This is an optimization exercise on Yosys and OpenROAD, whose aim is small area, not a production implementation. No run shown here included a check of the RTL's function; only the layout flow was run. Power is estimated from default activity; no workload was simulated.

File: design/flow/design.v
module top_ps2(input wire clk, input wire rst, input wire ps2_clk, input wire ps2_data,
           output wire ascii_new, output wire [6:0] ascii_code);
    reg break_code, control_l, control_r, e0_code, kb_dc_cnt_0, kb_dc_cnt_1, kb_dc_cnt_2__n, kb_dc_cnt_3, kb_dc_cnt_4__n, kb_dc_cnt_5__n, kb_dc_cnt_6, kb_dc_cnt_7__n, kb_dc_cnt_8, kb_dc_flipflops_0, kb_dc_flipflops_1__n, kb_dc_result_n, kb_dc_sync_ff_n, kb_dd_cnt_0, kb_dd_cnt_1, kb_dd_cnt_2__n, kb_dd_cnt_3, kb_dd_cnt_4__n, kb_dd_cnt_5__n, kb_dd_cnt_6, kb_dd_cnt_7__n, kb_dd_cnt_8, kb_dd_flipflops_0, kb_dd_flipflops_1, kb_dd_result_n, kb_dd_sync_ff_n, kb_idle_0, kb_idle_10, kb_idle_11, kb_idle_1__n, kb_idle_2, kb_idle_3, kb_idle_4, kb_idle_5, kb_idle_6, kb_idle_7, kb_idle_8, kb_idle_9, kb_parity_n, kb_ps2_word_0__n, kb_ps2_word_1, kb_ps2_word_10, kb_ps2_word_2, kb_ps2_word_3, kb_ps2_word_4__n, kb_ps2_word_5__n, kb_ps2_word_6__n, kb_ps2_word_7__n, kb_ps2_word_8__n, kb_ps2_word_9__n, kb_tail, out_char_n, shift_l, shift_r;
    wire n101, n106, n111, n116, n121, n126, n131, n136, n141, n146, n151, n156, n161, n166, n171, n176, n181, n186, n191, n196, n201, n206, n211, n216, n221, n226, n231, n236, n241, n246, n251, n256, n26, n261, n266, n271, n276, n281, n286, n291, n296, n301, n306, n31, n311, n36, n41, n46, n51, n56, n61, n66, n71, n76, n81, n86, n91, n96, new_n187, new_n188, new_n189, new_n190, new_n191_1, new_n192, new_n193, new_n195, new_n196_1, new_n197, new_n198, new_n199, new_n200, new_n201_1, new_n202, new_n203, new_n204, new_n205, new_n206_1, new_n207, new_n208, new_n209, new_n210, new_n211_1, new_n212, new_n213, new_n214, new_n215, new_n216_1, new_n217, new_n218, new_n219, new_n220, new_n221_1, new_n222, new_n223, new_n224, new_n225, new_n226_1, new_n227, new_n228, new_n229, new_n230, new_n231_1, new_n232, new_n233, new_n234, new_n235, new_n236_1, new_n237, new_n238, new_n239, new_n240, new_n241_1, new_n242, new_n243, new_n244, new_n245, new_n246_1, new_n247, new_n248, new_n249, new_n250, new_n251_1, new_n252, new_n253, new_n254, new_n255, new_n256_1, new_n257, new_n258, new_n259, new_n260, new_n261_1, new_n262, new_n263, new_n264, new_n265, new_n266_1, new_n267, new_n268, new_n269, new_n270, new_n271_1, new_n272, new_n273, new_n275, new_n276_1, new_n277, new_n278, new_n279, new_n280, new_n281_1, new_n282, new_n283, new_n284, new_n285, new_n286_1, new_n287, new_n288, new_n289, new_n290, new_n291_1, new_n292, new_n293, new_n294, new_n295, new_n296_1, new_n297, new_n298, new_n299, new_n300, new_n301_1, new_n302, new_n303, new_n304, new_n305, new_n306_1, new_n307, new_n308, new_n309, new_n310, new_n311_1, new_n312, new_n313, new_n314, new_n315, new_n316, new_n317, new_n318, new_n319, new_n320, new_n321, new_n322, new_n323, new_n325, new_n326, new_n327, new_n328, new_n329, new_n330, new_n331, new_n332, new_n333, new_n334, new_n335, new_n336, new_n337, new_n338, new_n339, new_n340, new_n341, new_n342, new_n343, new_n344, new_n345, new_n346, new_n347, new_n348, new_n349, new_n350, new_n352, new_n353, new_n354, new_n355, new_n356, new_n357, new_n358, new_n359, new_n360, new_n361, new_n362, new_n363, new_n364, new_n365, new_n366, new_n367, new_n368, new_n369, new_n371, new_n372, new_n373, new_n374, new_n375, new_n376, new_n377, new_n378, new_n380, new_n381, new_n382, new_n383, new_n384, new_n385, new_n386, new_n387, new_n388, new_n389, new_n390, new_n391, new_n392, new_n393, new_n394, new_n395, new_n396, new_n397, new_n398, new_n399, new_n400, new_n401, new_n402, new_n403, new_n404, new_n405, new_n406, new_n407, new_n408, new_n409, new_n411, new_n412, new_n413, new_n414, new_n415, new_n416, new_n418, new_n419, new_n420, new_n421, new_n422, new_n423, new_n424, new_n425, new_n426, new_n427, new_n428, new_n429, new_n430, new_n431, new_n432, new_n433, new_n434, new_n435, new_n436, new_n437, new_n438, new_n439, new_n440, new_n441, new_n442, new_n443, new_n444, new_n445, new_n446, new_n447, new_n448, new_n449, new_n450, new_n451, new_n452, new_n453, new_n454, new_n455, new_n456, new_n457, new_n458, new_n459, new_n460, new_n461, new_n463, new_n464, new_n465, new_n466, new_n467, new_n468, new_n470, new_n471, new_n473, new_n474, new_n475, new_n476, new_n477, new_n478, new_n479, new_n481, new_n482, new_n483, new_n484, new_n486, new_n487, new_n488, new_n489, new_n490, new_n492, new_n493, new_n494, new_n495, new_n497, new_n498, new_n499, new_n501, new_n502, new_n503, new_n504, new_n505, new_n506, new_n507, new_n512, new_n513, new_n522, new_n523, new_n524, new_n526, new_n527, new_n528, new_n529, new_n530, new_n531, new_n532, new_n537, new_n538, new_n547, new_n548, new_n549, new_n550, new_n551, new_n552, new_n553, new_n554, new_n556, new_n557, new_n558, new_n559, new_n561, new_n562, new_n564, new_n565, new_n567, new_n568, new_n570, new_n571, new_n573, new_n574, new_n576, new_n577, new_n579, new_n580, new_n582, new_n583, new_n585, new_n586, new_n588, new_n589, new_n591, new_n592, new_n593, new_n594, new_n595, new_n597, new_n609, new_n610, new_n611;
    assign new_n187 = ~kb_idle_4 & ~kb_idle_6;
    assign new_n188 = ~kb_idle_0 & new_n187;
    assign new_n189 = ~kb_idle_3 & ~kb_idle_5;
    assign new_n190 = kb_idle_1__n & ~kb_idle_2;
    assign new_n191_1 = new_n189 & new_n190;
    assign new_n192 = new_n188 & new_n191_1;
    assign new_n193 = ~out_char_n & kb_tail;
    assign ascii_new = new_n192 & new_n193;
    assign new_n195 = ~kb_dc_result_n & ~kb_ps2_word_2;
    assign new_n196_1 = kb_dc_result_n & ~kb_ps2_word_1;
    assign new_n197 = ~new_n195 & ~new_n196_1;
    assign new_n198 = ~kb_dc_result_n & kb_ps2_word_5__n;
    assign new_n199 = kb_dc_result_n & kb_ps2_word_4__n;
    assign new_n200 = ~new_n198 & ~new_n199;
    assign new_n201_1 = ~new_n197 & new_n200;
    assign new_n202 = ~kb_dc_result_n & kb_ps2_word_7__n;
    assign new_n203 = kb_dc_result_n & kb_ps2_word_6__n;
    assign new_n204 = ~new_n202 & ~new_n203;
    assign new_n205 = ~kb_dc_result_n & ~kb_ps2_word_1;
    assign new_n206_1 = kb_dc_result_n & kb_ps2_word_0__n;
    assign new_n207 = ~new_n205 & ~new_n206_1;
    assign new_n208 = new_n204 & ~new_n207;
    assign new_n209 = ~kb_dc_result_n & kb_ps2_word_4__n;
    assign new_n210 = kb_dc_result_n & ~kb_ps2_word_3;
    assign new_n211_1 = ~new_n209 & ~new_n210;
    assign new_n212 = ~kb_dc_result_n & kb_ps2_word_6__n;
    assign new_n213 = kb_dc_result_n & kb_ps2_word_5__n;
    assign new_n214 = ~new_n212 & ~new_n213;
    assign new_n215 = ~new_n211_1 & new_n214;
    assign new_n216_1 = new_n208 & new_n215;
    assign new_n217 = ~kb_dc_result_n & ~kb_ps2_word_3;
    assign new_n218 = kb_dc_result_n & ~kb_ps2_word_2;
    assign new_n219 = ~new_n217 & ~new_n218;
    assign new_n220 = ~new_n197 & ~new_n207;
    assign new_n221_1 = new_n219 & ~new_n220;
    assign new_n222 = ~new_n216_1 & new_n221_1;
    assign new_n223 = ~shift_r & ~shift_l;
    assign new_n224 = new_n211_1 & ~new_n214;
    assign new_n225 = new_n223 & ~new_n224;
    assign new_n226_1 = new_n222 & new_n225;
    assign new_n227 = ~new_n211_1 & new_n219;
    assign new_n228 = ~new_n204 & new_n207;
    assign new_n229 = new_n200 & new_n228;
    assign new_n230 = new_n227 & new_n229;
    assign new_n231_1 = new_n200 & new_n219;
    assign new_n232 = new_n208 & new_n231_1;
    assign new_n233 = ~new_n230 & ~new_n232;
    assign new_n234 = ~new_n226_1 & new_n233;
    assign new_n235 = new_n201_1 & ~new_n234;
    assign new_n236_1 = ~new_n207 & ~new_n219;
    assign new_n237 = new_n211_1 & new_n214;
    assign new_n238 = new_n236_1 & new_n237;
    assign new_n239 = new_n207 & ~new_n214;
    assign new_n240 = ~new_n219 & new_n239;
    assign new_n241_1 = new_n204 & new_n214;
    assign new_n242 = ~new_n240 & ~new_n241_1;
    assign new_n243 = ~new_n238 & new_n242;
    assign new_n244 = new_n200 & ~new_n243;
    assign new_n245 = ~new_n200 & new_n214;
    assign new_n246_1 = ~new_n197 & ~new_n219;
    assign new_n247 = new_n215 & new_n246_1;
    assign new_n248 = new_n197 & ~new_n200;
    assign new_n249 = new_n219 & new_n248;
    assign new_n250 = ~new_n204 & new_n249;
    assign new_n251_1 = ~new_n247 & ~new_n250;
    assign new_n252 = new_n245 & ~new_n251_1;
    assign new_n253 = new_n197 & new_n211_1;
    assign new_n254 = ~new_n214 & new_n223;
    assign new_n255 = ~new_n253 & ~new_n254;
    assign new_n256_1 = new_n208 & ~new_n255;
    assign new_n257 = new_n207 & ~new_n211_1;
    assign new_n258 = new_n204 & ~new_n223;
    assign new_n259 = new_n219 & new_n258;
    assign new_n260 = new_n257 & new_n259;
    assign new_n261_1 = ~new_n256_1 & ~new_n260;
    assign new_n262 = ~new_n211_1 & ~new_n214;
    assign new_n263 = ~new_n219 & new_n248;
    assign new_n264 = new_n262 & new_n263;
    assign new_n265 = ~new_n204 & ~new_n214;
    assign new_n266_1 = ~new_n220 & ~new_n265;
    assign new_n267 = ~new_n207 & new_n211_1;
    assign new_n268 = ~new_n201_1 & new_n267;
    assign new_n269 = ~new_n266_1 & ~new_n268;
    assign new_n270 = ~new_n264 & ~new_n269;
    assign new_n271_1 = new_n261_1 & new_n270;
    assign new_n272 = ~new_n252 & new_n271_1;
    assign new_n273 = ~new_n244 & new_n272;
    assign ascii_code[0] = ~(~new_n235 & new_n273);
    assign new_n275 = ~new_n197 & new_n204;
    assign new_n276_1 = ~new_n227 & new_n275;
    assign new_n277 = new_n200 & new_n211_1;
    assign new_n278 = new_n197 & new_n219;
    assign new_n279 = ~control_r & ~control_l;
    assign new_n280 = new_n223 & new_n279;
    assign new_n281_1 = ~new_n262 & ~new_n280;
    assign new_n282 = new_n278 & ~new_n281_1;
    assign new_n283 = new_n277 & new_n282;
    assign new_n284 = ~new_n276_1 & ~new_n283;
    assign new_n285 = ~new_n219 & new_n223;
    assign new_n286_1 = ~new_n284 & ~new_n285;
    assign new_n287 = ~new_n207 & new_n277;
    assign new_n288 = ~new_n214 & ~new_n287;
    assign new_n289 = new_n277 & new_n288;
    assign new_n290 = ~new_n241_1 & ~new_n265;
    assign new_n291_1 = ~new_n219 & ~new_n290;
    assign new_n292 = ~new_n289 & ~new_n291_1;
    assign new_n293 = ~new_n286_1 & new_n292;
    assign new_n294 = new_n265 & ~new_n293;
    assign new_n295 = new_n207 & ~new_n258;
    assign new_n296_1 = new_n200 & ~new_n265;
    assign new_n297 = ~new_n295 & new_n296_1;
    assign new_n298 = ~new_n211_1 & ~new_n250;
    assign new_n299 = ~new_n297 & new_n298;
    assign new_n300 = new_n207 & new_n219;
    assign new_n301_1 = ~new_n263 & ~new_n300;
    assign new_n302 = new_n214 & ~new_n301_1;
    assign new_n303 = new_n275 & ~new_n300;
    assign new_n304 = new_n211_1 & ~new_n303;
    assign new_n305 = ~new_n229 & new_n304;
    assign new_n306_1 = ~new_n302 & new_n305;
    assign new_n307 = ~new_n299 & ~new_n306_1;
    assign new_n308 = new_n200 & ~new_n211_1;
    assign new_n309 = new_n207 & new_n308;
    assign new_n310 = new_n288 & ~new_n309;
    assign new_n311_1 = ~new_n223 & new_n267;
    assign new_n312 = new_n310 & new_n311_1;
    assign new_n313 = ~new_n200 & ~new_n278;
    assign new_n314 = new_n279 & ~new_n313;
    assign new_n315 = new_n208 & ~new_n314;
    assign new_n316 = new_n219 & ~new_n223;
    assign new_n317 = new_n197 & new_n200;
    assign new_n318 = new_n214 & new_n317;
    assign new_n319 = new_n316 & new_n318;
    assign new_n320 = ~new_n247 & ~new_n319;
    assign new_n321 = ~new_n315 & new_n320;
    assign new_n322 = ~new_n312 & new_n321;
    assign new_n323 = ~new_n307 & new_n322;
    assign ascii_code[1] = ~(~new_n294 & new_n323);
    assign new_n325 = new_n227 & new_n318;
    assign new_n326 = new_n300 & new_n313;
    assign new_n327 = ~new_n220 & ~new_n326;
    assign new_n328 = new_n237 & ~new_n327;
    assign new_n329 = ~new_n325 & ~new_n328;
    assign new_n330 = ~new_n204 & new_n329;
    assign new_n331 = new_n200 & ~new_n258;
    assign new_n332 = ~new_n232 & new_n331;
    assign new_n333 = ~new_n253 & ~new_n332;
    assign new_n334 = ~new_n330 & ~new_n333;
    assign new_n335 = ~new_n197 & new_n227;
    assign new_n336 = ~new_n253 & ~new_n335;
    assign new_n337 = new_n245 & ~new_n336;
    assign new_n338 = ~new_n245 & new_n246_1;
    assign new_n339 = new_n277 & new_n300;
    assign new_n340 = ~new_n238 & ~new_n339;
    assign new_n341 = ~new_n338 & new_n340;
    assign new_n342 = new_n200 & ~new_n214;
    assign new_n343 = new_n220 & ~new_n224;
    assign new_n344 = ~new_n342 & new_n343;
    assign new_n345 = new_n211_1 & ~new_n223;
    assign new_n346 = ~new_n228 & ~new_n345;
    assign new_n347 = new_n248 & ~new_n346;
    assign new_n348 = ~new_n344 & ~new_n347;
    assign new_n349 = new_n341 & new_n348;
    assign new_n350 = ~new_n337 & new_n349;
    assign ascii_code[2] = ~(~new_n334 & new_n350);
    assign new_n352 = new_n236_1 & ~new_n237;
    assign new_n353 = ~new_n308 & new_n352;
    assign new_n354 = ~new_n200 & new_n265;
    assign new_n355 = new_n197 & new_n223;
    assign new_n356 = new_n354 & ~new_n355;
    assign new_n357 = new_n200 & new_n214;
    assign new_n358 = ~new_n258 & ~new_n357;
    assign new_n359 = ~new_n253 & ~new_n257;
    assign new_n360 = ~new_n358 & ~new_n359;
    assign new_n361 = ~new_n356 & ~new_n360;
    assign new_n362 = ~new_n353 & new_n361;
    assign new_n363 = new_n236_1 & new_n317;
    assign new_n364 = new_n204 & ~new_n363;
    assign new_n365 = ~new_n326 & new_n364;
    assign new_n366 = ~new_n211_1 & ~new_n279;
    assign new_n367 = new_n278 & new_n366;
    assign new_n368 = ~new_n319 & ~new_n367;
    assign new_n369 = ~new_n365 & new_n368;
    assign ascii_code[3] = ~(new_n362 & new_n369);
    assign new_n371 = ~new_n200 & new_n236_1;
    assign new_n372 = ~new_n204 & new_n371;
    assign new_n373 = new_n211_1 & ~new_n279;
    assign new_n374 = new_n208 & new_n373;
    assign new_n375 = ~new_n372 & ~new_n374;
    assign new_n376 = new_n234 & new_n375;
    assign new_n377 = ~new_n312 & new_n376;
    assign new_n378 = new_n329 & new_n377;
    assign ascii_code[4] = ~(new_n293 & new_n378);
    assign new_n380 = new_n207 & new_n275;
    assign new_n381 = new_n200 & new_n204;
    assign new_n382 = ~new_n219 & new_n381;
    assign new_n383 = ~new_n380 & ~new_n382;
    assign new_n384 = ~new_n211_1 & ~new_n383;
    assign new_n385 = ~new_n197 & new_n211_1;
    assign new_n386 = new_n222 & ~new_n308;
    assign new_n387 = ~new_n385 & ~new_n386;
    assign new_n388 = new_n214 & new_n327;
    assign new_n389 = new_n219 & new_n304;
    assign new_n390 = ~new_n388 & new_n389;
    assign new_n391 = ~new_n387 & ~new_n390;
    assign new_n392 = ~new_n384 & ~new_n391;
    assign new_n393 = new_n211_1 & ~new_n316;
    assign new_n394 = ~new_n317 & ~new_n393;
    assign new_n395 = new_n208 & ~new_n394;
    assign new_n396 = new_n197 & ~new_n204;
    assign new_n397 = ~new_n380 & ~new_n396;
    assign new_n398 = new_n262 & ~new_n397;
    assign new_n399 = ~new_n197 & new_n354;
    assign new_n400 = new_n279 & ~new_n399;
    assign new_n401 = ~new_n398 & new_n400;
    assign new_n402 = ~new_n395 & new_n401;
    assign new_n403 = new_n200 & new_n258;
    assign new_n404 = new_n402 & new_n403;
    assign new_n405 = ~new_n241_1 & new_n282;
    assign new_n406 = new_n224 & new_n371;
    assign new_n407 = ~new_n250 & ~new_n406;
    assign new_n408 = ~new_n405 & new_n407;
    assign new_n409 = ~new_n404 & new_n408;
    assign ascii_code[5] = ~(new_n392 & new_n409);
    assign new_n411 = new_n371 & new_n374;
    assign new_n412 = ~new_n402 & ~new_n411;
    assign new_n413 = ~new_n211_1 & new_n249;
    assign new_n414 = new_n231_1 & new_n355;
    assign new_n415 = ~new_n413 & ~new_n414;
    assign new_n416 = ~new_n391 & new_n415;
    assign ascii_code[6] = ~new_n412 & new_n416;
    assign new_n418 = ~kb_idle_11 & ~kb_idle_0;
    assign new_n419 = ~kb_idle_7 & ~kb_idle_9;
    assign new_n420 = new_n189 & new_n419;
    assign new_n421 = new_n418 & new_n420;
    assign new_n422 = kb_idle_6 & kb_idle_8;
    assign new_n423 = kb_idle_10 & new_n422;
    assign new_n424 = ~kb_dc_result_n & ~kb_idle_1__n;
    assign new_n425 = kb_idle_2 & kb_idle_4;
    assign new_n426 = new_n424 & new_n425;
    assign new_n427 = new_n423 & new_n426;
    assign new_n428 = new_n421 & new_n427;
    assign new_n429 = ~out_char_n & ~new_n428;
    assign new_n430 = ~new_n279 & ~new_n392;
    assign new_n431 = e0_code & ~kb_ps2_word_2;
    assign new_n432 = ~kb_ps2_word_3 & new_n431;
    assign new_n433 = new_n200 & new_n432;
    assign new_n434 = new_n204 & ~new_n433;
    assign new_n435 = ~new_n310 & new_n434;
    assign new_n436 = ~new_n430 & ~new_n435;
    assign new_n437 = ~new_n243 & ~new_n278;
    assign new_n438 = new_n279 & ~new_n437;
    assign new_n439 = ~new_n391 & new_n438;
    assign new_n440 = ~new_n436 & ~new_n439;
    assign new_n441 = ~new_n366 & ~new_n381;
    assign new_n442 = kb_ps2_word_6__n & ~new_n441;
    assign new_n443 = ~new_n207 & ~new_n442;
    assign new_n444 = new_n278 & ~new_n443;
    assign new_n445 = new_n265 & ~new_n277;
    assign new_n446 = ~new_n221_1 & new_n445;
    assign new_n447 = new_n211_1 & new_n279;
    assign new_n448 = new_n354 & ~new_n447;
    assign new_n449 = ~break_code & ~new_n448;
    assign new_n450 = ~new_n446 & new_n449;
    assign new_n451 = new_n200 & ~new_n215;
    assign new_n452 = new_n207 & ~new_n451;
    assign new_n453 = new_n246_1 & ~new_n452;
    assign new_n454 = ~kb_parity_n & kb_ps2_word_0__n;
    assign new_n455 = kb_ps2_word_10 & new_n454;
    assign new_n456 = new_n428 & new_n455;
    assign new_n457 = kb_ps2_word_8__n & new_n456;
    assign new_n458 = ~new_n453 & new_n457;
    assign new_n459 = new_n450 & new_n458;
    assign new_n460 = ~new_n444 & new_n459;
    assign new_n461 = ~new_n440 & new_n460;
    assign n26 = ~new_n429 & ~new_n461;
    assign new_n463 = ~kb_ps2_word_8__n & new_n208;
    assign new_n464 = new_n247 & new_n463;
    assign new_n465 = new_n456 & ~new_n464;
    assign new_n466 = ~rst & ~new_n465;
    assign new_n467 = new_n200 & new_n456;
    assign new_n468 = ~break_code & ~new_n467;
    assign n31 = new_n466 & ~new_n468;
    assign new_n470 = new_n252 & new_n456;
    assign new_n471 = ~e0_code & ~new_n470;
    assign n36 = new_n466 & ~new_n471;
    assign new_n473 = new_n446 & new_n457;
    assign new_n474 = new_n231_1 & new_n473;
    assign new_n475 = e0_code & new_n474;
    assign new_n476 = ~rst & ~break_code;
    assign new_n477 = new_n475 & new_n476;
    assign new_n478 = ~rst & control_r;
    assign new_n479 = ~new_n475 & new_n478;
    assign n41 = ~(~new_n477 & ~new_n479);
    assign new_n481 = ~e0_code & new_n474;
    assign new_n482 = new_n476 & new_n481;
    assign new_n483 = ~rst & control_l;
    assign new_n484 = ~new_n481 & new_n483;
    assign n46 = ~(~new_n482 & ~new_n484);
    assign new_n486 = new_n289 & new_n303;
    assign new_n487 = new_n457 & new_n486;
    assign new_n488 = new_n476 & new_n487;
    assign new_n489 = ~rst & shift_r;
    assign new_n490 = ~new_n487 & new_n489;
    assign n51 = ~(~new_n488 & ~new_n490);
    assign new_n492 = new_n363 & new_n473;
    assign new_n493 = new_n476 & new_n492;
    assign new_n494 = ~rst & shift_l;
    assign new_n495 = ~new_n492 & new_n494;
    assign n56 = ~(~new_n493 & ~new_n495);
    assign new_n497 = ~kb_dd_flipflops_0 & ~kb_dd_flipflops_1;
    assign new_n498 = kb_dd_flipflops_0 & kb_dd_flipflops_1;
    assign new_n499 = ~new_n497 & ~new_n498;
    assign n96 = ~kb_dd_cnt_2__n & ~new_n499;
    assign new_n501 = ~kb_dd_cnt_1 & ~kb_dd_cnt_8;
    assign new_n502 = ~kb_dd_cnt_3 & kb_dd_cnt_5__n;
    assign new_n503 = new_n501 & new_n502;
    assign new_n504 = n96 & new_n503;
    assign new_n505 = ~kb_dd_flipflops_1 & new_n504;
    assign new_n506 = kb_dd_result_n & ~new_n504;
    assign new_n507 = ~rst & ~new_n506;
    assign n61 = ~(~new_n505 & new_n507);
    assign n66 = ~(~rst & ps2_data);
    assign n71 = ~rst & ~kb_dd_sync_ff_n;
    assign n76 = ~rst & kb_dd_flipflops_0;
    assign new_n512 = kb_dd_cnt_1 & kb_dd_cnt_8;
    assign new_n513 = ~new_n501 & ~new_n512;
    assign n81 = ~new_n499 & new_n513;
    assign n86 = ~(~kb_dd_cnt_0 & ~new_n499);
    assign n91 = ~kb_dd_cnt_1 & ~new_n499;
    assign n101 = ~kb_dd_cnt_3 & ~new_n499;
    assign n106 = kb_dd_cnt_4__n & ~new_n499;
    assign n111 = ~kb_dd_cnt_5__n & ~new_n499;
    assign n116 = ~kb_dd_cnt_6 & ~new_n499;
    assign n121 = ~kb_dd_cnt_7__n & ~new_n499;
    assign new_n522 = ~kb_dc_flipflops_0 & kb_dc_flipflops_1__n;
    assign new_n523 = kb_dc_flipflops_0 & ~kb_dc_flipflops_1__n;
    assign new_n524 = ~new_n522 & ~new_n523;
    assign n161 = ~kb_dc_cnt_2__n & ~new_n524;
    assign new_n526 = ~kb_dc_cnt_1 & ~kb_dc_cnt_8;
    assign new_n527 = ~kb_dc_cnt_3 & kb_dc_cnt_5__n;
    assign new_n528 = new_n526 & new_n527;
    assign new_n529 = n161 & new_n528;
    assign new_n530 = kb_dc_flipflops_1__n & new_n529;
    assign new_n531 = kb_dc_result_n & ~new_n529;
    assign new_n532 = ~rst & ~new_n531;
    assign n126 = ~(~new_n530 & new_n532);
    assign n131 = ~(~rst & ps2_clk);
    assign n136 = ~rst & ~kb_dc_sync_ff_n;
    assign n141 = ~(~rst & kb_dc_flipflops_0);
    assign new_n537 = kb_dc_cnt_1 & kb_dc_cnt_8;
    assign new_n538 = ~new_n526 & ~new_n537;
    assign n146 = ~new_n524 & new_n538;
    assign n151 = ~(~kb_dc_cnt_0 & ~new_n524);
    assign n156 = ~kb_dc_cnt_1 & ~new_n524;
    assign n166 = ~kb_dc_cnt_3 & ~new_n524;
    assign n171 = kb_dc_cnt_4__n & ~new_n524;
    assign n176 = ~kb_dc_cnt_5__n & ~new_n524;
    assign n181 = ~kb_dc_cnt_6 & ~new_n524;
    assign n186 = ~kb_dc_cnt_7__n & ~new_n524;
    assign new_n547 = ~kb_dc_result_n & new_n530;
    assign new_n548 = kb_ps2_word_1 & ~kb_ps2_word_10;
    assign new_n549 = ~kb_ps2_word_1 & kb_ps2_word_10;
    assign new_n550 = ~new_n548 & ~new_n549;
    assign new_n551 = new_n547 & ~new_n550;
    assign new_n552 = kb_parity_n & ~new_n551;
    assign new_n553 = ~kb_parity_n & new_n551;
    assign new_n554 = ~rst & ~new_n553;
    assign n191 = ~(~new_n552 & new_n554);
    assign new_n556 = ~rst & ~new_n547;
    assign new_n557 = ~kb_ps2_word_0__n & new_n556;
    assign new_n558 = ~rst & new_n547;
    assign new_n559 = kb_ps2_word_1 & new_n558;
    assign n196 = ~new_n557 & ~new_n559;
    assign new_n561 = kb_ps2_word_1 & new_n556;
    assign new_n562 = kb_ps2_word_2 & new_n558;
    assign n201 = ~(~new_n561 & ~new_n562);
    assign new_n564 = kb_ps2_word_2 & new_n556;
    assign new_n565 = kb_ps2_word_3 & new_n558;
    assign n206 = ~(~new_n564 & ~new_n565);
    assign new_n567 = kb_ps2_word_3 & new_n556;
    assign new_n568 = ~kb_ps2_word_4__n & new_n558;
    assign n211 = ~(~new_n567 & ~new_n568);
    assign new_n570 = ~kb_ps2_word_4__n & new_n556;
    assign new_n571 = ~kb_ps2_word_5__n & new_n558;
    assign n216 = ~new_n570 & ~new_n571;
    assign new_n573 = ~kb_ps2_word_5__n & new_n556;
    assign new_n574 = ~kb_ps2_word_6__n & new_n558;
    assign n221 = ~new_n573 & ~new_n574;
    assign new_n576 = ~kb_ps2_word_6__n & new_n556;
    assign new_n577 = ~kb_ps2_word_7__n & new_n558;
    assign n226 = ~new_n576 & ~new_n577;
    assign new_n579 = ~kb_ps2_word_7__n & new_n556;
    assign new_n580 = ~kb_ps2_word_8__n & new_n558;
    assign n231 = ~new_n579 & ~new_n580;
    assign new_n582 = ~kb_ps2_word_8__n & new_n556;
    assign new_n583 = ~kb_ps2_word_9__n & new_n558;
    assign n236 = ~new_n582 & ~new_n583;
    assign new_n585 = ~kb_ps2_word_9__n & new_n556;
    assign new_n586 = kb_ps2_word_10 & new_n558;
    assign n241 = ~new_n585 & ~new_n586;
    assign new_n588 = kb_ps2_word_10 & new_n556;
    assign new_n589 = ~n61 & new_n547;
    assign n246 = ~(~new_n588 & ~new_n589);
    assign new_n591 = ~kb_tail & ~new_n428;
    assign new_n592 = ~kb_idle_8 & ~kb_idle_10;
    assign new_n593 = new_n419 & new_n592;
    assign new_n594 = new_n192 & new_n593;
    assign new_n595 = ~rst & ~new_n594;
    assign n251 = ~new_n591 & new_n595;
    assign new_n597 = kb_dc_result_n & ~kb_tail;
    assign n256 = ~kb_idle_0 & ~new_n597;
    assign n261 = ~kb_idle_1__n & ~new_n597;
    assign n266 = ~(~kb_idle_2 & ~new_n597);
    assign n271 = ~(~kb_idle_3 & ~new_n597);
    assign n276 = kb_idle_4 & ~new_n597;
    assign n281 = ~(~kb_idle_5 & ~new_n597);
    assign n286 = kb_idle_6 & ~new_n597;
    assign n291 = kb_idle_7 & ~new_n597;
    assign n296 = kb_idle_8 & ~new_n597;
    assign n301 = ~(~kb_idle_9 & ~new_n597);
    assign n306 = ~(~kb_idle_10 & ~new_n597);
    assign new_n609 = kb_idle_11 & kb_idle_0;
    assign new_n610 = ~kb_dc_result_n & ~kb_tail;
    assign new_n611 = ~new_n418 & new_n610;
    assign n311 = ~new_n609 & new_n611;
    always @(posedge clk) begin
        out_char_n <= n26;
        break_code <= n31;
        e0_code <= n36;
        control_r <= n41;
        control_l <= n46;
        shift_r <= n51;
        shift_l <= n56;
        kb_dd_result_n <= n61;
        kb_dd_sync_ff_n <= n66;
        kb_dd_flipflops_0 <= n71;
        kb_dd_flipflops_1 <= n76;
        kb_dd_cnt_0 <= n81;
        kb_dd_cnt_1 <= n86;
        kb_dd_cnt_2__n <= n91;
        kb_dd_cnt_3 <= n96;
        kb_dd_cnt_4__n <= n101;
        kb_dd_cnt_5__n <= n106;
        kb_dd_cnt_6 <= n111;
        kb_dd_cnt_7__n <= n116;
        kb_dd_cnt_8 <= n121;
        kb_dc_result_n <= n126;
        kb_dc_sync_ff_n <= n131;
        kb_dc_flipflops_0 <= n136;
        kb_dc_flipflops_1__n <= n141;
        kb_dc_cnt_0 <= n146;
        kb_dc_cnt_1 <= n151;
        kb_dc_cnt_2__n <= n156;
        kb_dc_cnt_3 <= n161;
        kb_dc_cnt_4__n <= n166;
        kb_dc_cnt_5__n <= n171;
        kb_dc_cnt_6 <= n176;
        kb_dc_cnt_7__n <= n181;
        kb_dc_cnt_8 <= n186;
        kb_parity_n <= n191;
        kb_ps2_word_0__n <= n196;
        kb_ps2_word_1 <= n201;
        kb_ps2_word_2 <= n206;
        kb_ps2_word_3 <= n211;
        kb_ps2_word_4__n <= n216;
        kb_ps2_word_5__n <= n221;
        kb_ps2_word_6__n <= n226;
        kb_ps2_word_7__n <= n231;
        kb_ps2_word_8__n <= n236;
        kb_ps2_word_9__n <= n241;
        kb_ps2_word_10 <= n246;
        kb_tail <= n251;
        kb_idle_1__n <= n256;
        kb_idle_2 <= n261;
        kb_idle_3 <= n266;
        kb_idle_4 <= n271;
        kb_idle_5 <= n276;
        kb_idle_6 <= n281;
        kb_idle_7 <= n286;
        kb_idle_8 <= n291;
        kb_idle_9 <= n296;
        kb_idle_10 <= n301;
        kb_idle_11 <= n306;
        kb_idle_0 <= n311;
    end
endmodule
File: design/flow/flow/run.sh
#!/bin/bash
# Own layout flow: the standard synthesis, then the combinational logic between the
# (unchanged) registers is mapped again with an area-oriented ABC script, then the standard flow's
# standard layout steps from that netlist on. Each tool's output goes to its own log here.
set -euo pipefail
W=$(pwd)
F=$W/flow
R=$W/orfs/results/$FLOW_PLATFORM/top_ps2/base
LIB=$FLOW_HOME/platforms/$FLOW_PLATFORM/lib/sky130_fd_sc_hd__tt_025C_1v80.lib
YOSYS=$FLOW_HOME/../tools/install/yosys/bin/yosys
[ -x "$YOSYS" ] || YOSYS=yosys

bash standard.sh "$R/1_2_yosys.v" > synth_standard.log 2>&1
cp "$R/1_2_yosys.v" netlist_standard.v

# 2. map the logic between the registers again (registers kept as black boxes)
DONT_USE=$(sed -n '/DONT_USE_CELLS += /,/^#/p' "$FLOW_HOME/platforms/$FLOW_PLATFORM/config.mk" \
  | grep -o 'sky130_fd_sc_hd__[a-z0-9_]*' | sed 's/^/-dont_use /' | tr '\n' ' ')
cat > remap.ys <<EOY
read_liberty -ignore_miss_func $LIB
read_verilog netlist_standard.v
hierarchy -top $FLOW_TOP
blackbox sky130_fd_sc_hd__dfxtp_1
flatten
opt -purge
abc -liberty $LIB $DONT_USE -script $F/remap.abc
opt_clean -purge
splitnets
opt_clean -purge
hilomap -singleton -hicell sky130_fd_sc_hd__conb_1 HI -locell sky130_fd_sc_hd__conb_1 LO
insbuf -buf sky130_fd_sc_hd__buf_4 A X
stat -liberty $LIB
write_verilog -noattr -nohex -nodec netlist_remapped.v
EOY
"$YOSYS" -l remap.log -q -s remap.ys
cp netlist_remapped.v "$R/1_2_yosys.v"
touch "$R/1_2_yosys.v"

# 3. the standard layout steps on the remapped netlist
source "$F/layout_env.sh"
bash standard.sh finish > layout.log 2>&1
File: design/flow/flow/layout_env.sh
export CTS_ARGS="-sink_clustering_enable -repair_clock_nets -dont_use_dummy_load -buf_list {sky130_fd_sc_hd__clkbuf_16} -sink_clustering_size 60 -sink_clustering_max_diameter 500"
# Port buffers: the smallest buffer (the ports are lightly loaded).
export BUFFER_PORTS_ARGS="-buffer_cell sky130_fd_sc_hd__buf_1"
File: design/flow/flow/remap.abc
strash
dch -f
amap
topo
stime -c
File: design/flow/standard.sh
#!/bin/bash
# synth_recipe.tcl (not shown) runs the flow's synth.tcl, then flattens the netlist and writes it again
# the make line also repeats each setting of config.mk as NAME=value (left out here)
make -C /OpenROAD-flow-scripts/flow DESIGN_CONFIG=/design/flow/config.mk WORK_HOME=/design/flow/orfs CLKGATE_MAP_FILE= SYNTH_SCRIPT=/design/flow/synth_recipe.tcl "${@:-finish}"
File: design/flow/config.mk
export PLATFORM = sky130hd
export DESIGN_NAME = top_ps2
export DESIGN_NICKNAME = top_ps2
export VERILOG_FILES = /design/flow/design.v
export SDC_FILE = /design/flow/constraint.sdc
export NUM_CORES = 4
export LEC_CHECK = 0
export ABC_AREA = 1
export CAP_MARGIN = 20
export CORE_MARGIN = 2
export CORE_UTILIZATION = 40
export PLACE_DENSITY = 0.6
export SLEW_MARGIN = 20
File: design/flow/constraint.sdc
create_clock -name core_clock -period 20.0 [get_ports {clk}]
set_input_delay 4.0000 -clock core_clock [delete_from_list [all_inputs] [get_ports {clk}]]
set_output_delay 4.0000 -clock core_clock [all_outputs]
set_load 0.01 [all_outputs]
==> flow_metrics.tcl, run 1 <==
set metrics [dict create \
    vias_per_cell 6.03 \
    grt_usage 0.214 \
    clockBufferDepth 2 \
    drc 0 \
    grt_pass1_vias 2476 \
    post-cts-setup-buffers 0 \
    row_count 29 \
    dieWidth_um 84.2 \
    cts_root_buffer "clkbuf_16" \
    clk_latency_ns 0.32 \
    placed_area_sq_um 2740 \
    internal_power_uw 212 \
    firstDrtPassIters 6 \
    yosysWarnings 1 \
    place_congestion 1.01 \
    fmax_mhz 122 \
    setup_viol 0 \
    core_area_sq_um 6280 \
    rsz0062_at_grt "no" \
    post-place-cells 425 \
    antenna_cells 0 \
    netSwitchingPower_uw 56.2 \
    fin_setup_tns_ns 0 \
    htree_num_levels 3 \
    min_path_cells 1 \
    fillCellCount 660 \
    drt_iter0_drc 241 \
    cap_violations 0 \
    syn_area_sq_um 2570 \
    dpl_worst_slack_ns 12.23 \
    power_frac_clock 0.449 \
    holdBufCountCts 0 \
    tritoncts_num_sinks 58 \
    critPathLaunchType "flop" \
    dp_hpwl_um 5290 \
    p_leak_nw 1.02 \
    fin_crit_ns 8.17 \
    grt_max_degree 16 \
    fin_area_sq_um 2970 \
    worst_slack_ns 11.83 \
    multi_input_area_sq_um 1320 \
    antenna_found_initial 0 \
    crit_required_ns 16.00 \
    final_min_period_over_clock_period 0.409 \
    crit_type "flop to output pin" \
    numPortBuffers 11 \
    cellPowerDensity_nw_per_um2 90.3 \
    synth_cells 333 \
    p_comb_frac 0.058 \
    worst_hold_slack_ns 0.380 \
    initial_core_util 0.410 \
    pin_count 12 \
    grt_pass1_wl_um 12100 \
    post_drt_wl_per_cell_um 16.8 \
    syn_nets 337 \
    regArea_sq_um 1160 \
    finClkSkew_ns 0.0149 \
    clk_pin_slew_ns 0.05 \
    overflow 0 \
    dr_total_vias 2618 \
    drive_above_1_share 0.0364 \
    final_hold_viol_count 0 \
    routed_wl_um 7310 \
    endpoint_kind "output pin" \
    die_height_um 84.2 \
    cts_resized 0 \
    layout.nets 363 \
    drv_slew 0 \
    worst_pin_slew_ns 0.935 \
    ir_worst_vdd_v 0.0000691 \
    area_delta_synth_final_pct 15.3 \
    numCtsBuffers 9 \
    antenna_left 0 \
    r2r_cells 13 \
    outcome "no timing/DRC/antenna violations" \
    seqPwrFrac 0.493 \
    die_area_sq_um 7090 \
    cts_tree "built" \
    final_cells 434 \
    swShare 0.210 \
    crit_fanout 15 \
    synth_area_per_cell_sq_um 7.73 \
    cp.arrival_ns 4.17 \
    hold_path.class "flop to flop" \
    slew_headroom 0.376 \
]
[power by group through the flow]
stage | Clock (mW) | Combinational, mW | Sequential (mW)
floorplan | 0 | 0.0115 | 0.133
global route | 0.129 | 0.0178 | 0.134
detailed placement | 0 | 0.0153 | 0.134
global placement | 0 | 0.0152 | 0.134
finish | 0.120 | 0.0154 | 0.132
CTS | 0.124 | 0.0155 | 0.132
[layout make-up]
cell class,count,area share
multi-input cells,250,0.445
well taps,77,0.0325
repair buffers,15,0.0240
inverters,25,0.0316
clock buffers,9,0.0759
flip-flops and latches,58,0.391
[metrics by stage]
stage          utilization  power, mW
2_1_floorplan            -      0.144
3_3_place_gp         0.437      0.149
3_5_place_dp         0.437      0.150
4_1_cts              0.473      0.271
5_1_grt              0.473      0.280
6_report             0.473      0.268
[per-layer routing]
metal,vias to the layer above,GRT usage,part of all wire
li1,1244,-,-
met1,1187,0.278,0.44
met4,0,0.113,0.035
met5,-,0,0
met2,155,0.328,0.44
met3,32,0.0541,0.079
[worst max-delay path, cell delays in order (launching register included)]
cell and delay [ns]:
dfxtp_1 0.48, clkinv_1 0.31, o22ai_1 0.79, clkinv_1 0.70
nor2_1 0.50, clkinv_1 0.19, o22ai_1 0.22, o21a_1 0.14
nor2_1 0.04, o21ai_0 0.13, a2111o_1 0.21, buf_1 0.16
[path summary, 6_finish.rpt]
kind,startpoint,end,slack [ns]
min reg2reg,kb_dd_sync_ff_n$_DFF_P_,kb_dd_flipflops_0$_DFF_P_,0.38
max reg2reg,kb_dc_result_n$_DFF_P_,out_char_n$_DFF_P_,15.98
min,kb_dd_sync_ff_n$_DFF_P_,kb_dd_flipflops_0$_DFF_P_,0.38
max,kb_dc_result_n$_DFF_P_,ascii_code[1],11.83
[layout by cell type (no fill, tap or decap), drive strengths merged, types with 8 or more instances in the layout]
master  instances
clkbuf          9
nor3           15
dfxtp          58
nand2          27
o22ai          16
o21ai          12
clkinv         25
or2             9
o22a            8
nor2           84
buf            15
a21oi          15
==> inputs of run 2 (changes only) <==
==> design/flow/flow/layout_env.sh (replaced) <==
export CTS_ARGS="-sink_clustering_enable -repair_clock_nets -dont_use_dummy_load -buf_list {sky130_fd_sc_hd__clkbuf_4 sky130_fd_sc_hd__clkbuf_2} -wire_unit 40"
# Port buffers: the smallest buffer (the ports are lightly loaded).
export BUFFER_PORTS_ARGS="-buffer_cell sky130_fd_sc_hd__buf_1"
==> run 2 against run 1 <==
Net effect:
- cell count did not move
- largest power group unchanged
- worst hold slack improved by 0.0095 ns
- non-clock buffer count did not move
- synthesized cell count did not move
- count of clock-buffer cells in the layout did not move
==> flow_metrics.tcl, run 2 <==
set metrics [dict create \
    grt_pass1_wl_um 11900 \
    overflow 0 \
    clk_pin_slew_ns 0.10 \
    grt_pass1_vias 2454 \
    slew_headroom 0.388 \
    firstDrtPassIters 7 \
    drt_iter0_drc 279 \
    crit_fanout 11 \
    yosysWarnings 1 \
    cts_resized 0 \
    pin_count 12 \
    p_leak_nw 0.949 \
    setup_viol 0 \
    r2r_cells 13 \
    place_congestion 1.01 \
    regToRegSetupSlack_ns 15.95 \
    drv_slew 0 \
    crit_required_ns 16.00 \
    fin_util 0.447 \
    outcome "no timing/DRC/antenna violations" \
    syn_area_sq_um 2570 \
    crit_chain "clkinv_1, o22ai_1, clkinv_1, nor2_1, clkinv_1, o31ai_1, a211oi_1, a221oi_1, o211ai_1, or3_1, buf_1" \
    post-cts-setup-buffers 0 \
    fin_crit_ns 8.25 \
    final_hold_viol_count 0 \
    die_area_sq_um 7090 \
    final_min_period_over_clock_period 0.413 \
    hold_path.class "flop to flop" \
    critPathLaunchType "flop" \
    dr_total_vias 2625 \
    final_cells 434 \
    cts_root_buffer "clkbuf_4" \
    r2r_end "out_char_n$_DFF_P_" \
    drive_above_1_share 0.0364 \
    min_path_cells 1 \
    worst_pin_slew_ns 0.918 \
    fin_setup_tns_ns 0 \
    holdBufCountCts 0 \
    numPortBuffers 11 \
    post-place-cells 425 \
    vias_per_cell 6.05 \
    tritoncts_num_sinks 58 \
    core_area_sq_um 6280 \
    fmax_mhz 121 \
    cp.arrival_ns 4.25 \
    slowest_delay_ns 0.64 \
    min-delay-start "kb_dc_cnt_6$_DFF_P_" \
    dpl_worst_slack_ns 12.23 \
    clockBufferDepth 2 \
    antenna_left 0 \
    final_cell_mix "84 x nor2_1, 58 x dfxtp_1, 27 x nand2_1" \
    grt_max_degree 16 \
    drc 0 \
    synth_area_per_cell_sq_um 7.73 \
    die_height_um 84.2 \
    post_drt_wl_per_cell_um 16.5 \
    syn_nets 337 \
    fillCellCount 678 \
    grt_usage 0.210 \
    clk_latency_ns 0.39 \
    ir_worst_vdd_v 0.0000479 \
    crit_type "flop to output pin" \
    cts_tree "built" \
    cellPowerDensity_nw_per_um2 71.7 \
    htree_num_levels 3 \
    crit_path_frequent_cell "clkinv_1" \
    min_to "kb_dc_cnt_7__n$_DFF_P_" \
    rsz0062_at_grt "no" \
    numCtsBuffers 9 \
    endpoint_kind "output pin" \
    antenna_found_initial 0 \
    synth_cells 333 \
    antenna_cells 0 \
    routed_wl_um 7140 \
    crit_slowest_cell "o22ai_1" \
    r2r-start "kb_dc_result_n$_DFF_P_" \
    worst_slack_ns 11.75 \
    row_count 29 \
    cap_violations 0 \
    dieWidth_um 84.2 \
    layout.nets 363 \
    layout_commonest_cell "nor2_1" \
    area_delta_synth_final_pct 9.14 \
    initial_core_util 0.410 \
    finClkSkew_ns 0.0355 \
    worst_hold_slack_ns 0.389 \
    dp_hpwl_um 5290 \
]
-- run 2: layer usage --
layer  global-route usage  routed length (um)
met5                    0                   0
met4               0.0953                 251
met3               0.0570                 492
met2                0.322                3170
met1                0.276                3230
-- run 2: stage by stage --
stage	cell area, sq um	power [mW]
4_1_cts	2810	0.205
3_5_place_dp	2740	0.150
2_1_floorplan	2570	0.144
6_report	2810	0.201
3_3_place_gp	2740	0.149
5_1_grt	2810	0.214
-- run 2: final cells by class --
type                       count  area [sq um]  area share
multi-input combinational    250          1320       0.469
sequential                    58          1160       0.413
tap                           77          96.3      0.0343
inverter                      25          93.8      0.0334
timing repair buffer          15          71.3      0.0254
clock buffer                   9          67.6      0.0241
-- run 2: where the power goes --
| group | internal [mW] | leakage (nW) | switching [mW] |
|---|---|---|---|
| Sequential | 0.127 | 0.476 | 0.00462 |
| Clock | 0.0208 | 0.0414 | 0.0335 |
| Combinational | 0.00618 | 0.432 | 0.00928 |
-- run 2: worst max-delay path, delay by kind of cell (launching register included) --
family                 cells  cell delay [ns]
flip-flops                 1             0.49
AND/OR/NAND/NOR            2             0.70
AO/OA/AOI/OAI              5             1.51
buffers and inverters      4             1.21
-- run 2: how the worst max path moves through the flow --
stage | from | to | slack (ns) | cells after the start
after floorplan | kb_dc_result_n$_DFF_P_ | ascii_code[1] | 13.13 | 7
after global placement | kb_dc_result_n$_DFF_P_ | ascii_code[4] | 12.12 | 11
after detailed placement | kb_dc_result_n$_DFF_P_ | ascii_code[4] | 12.23 | 11
after CTS | kb_dc_result_n$_DFF_P_ | ascii_code[4] | 11.84 | 11
after global routing | kb_dc_result_n$_DFF_P_ | ascii_code[1] | 11.51 | 11
final | kb_dc_result_n$_DFF_P_ | ascii_code[4] | 11.75 | 11

-- afterwards: timing with drivers on the ports --
Ports are ideal in the flow. The routed layouts listed here were re-timed in OpenROAD. Step 1 (the two cells are an assumption about what drives the block):
set clk [get_ports {clk}]
set_driving_cell -lib_cell sky130_fd_sc_hd__clkbuf_16 $clk
set_driving_cell -lib_cell sky130_fd_sc_hd__buf_2 [delete_from_list [all_inputs] $clk]
Step 2 also shifts input and output timing later by t, the mid clock arrival at the registers, as if the neighbouring blocks saw the same clock. Three values: ideal ports, drivers, drivers and shift; two values: the first two.
| run | shift t [ns] | setup WS [ns] | worst register clock-pin slew, ns | cell pins on the clock port's net |
|---|---|---|---|---|
| run 1 | 0.350 | 11.828 / 11.792 / 12.141 | 0.05 / 0.05 | 1 |
| run 2 | 0.393 | 11.750 / 11.725 / 12.118 | 0.10 / 0.10 | 1 |
After both steps setup and hold are still met in every run listed.
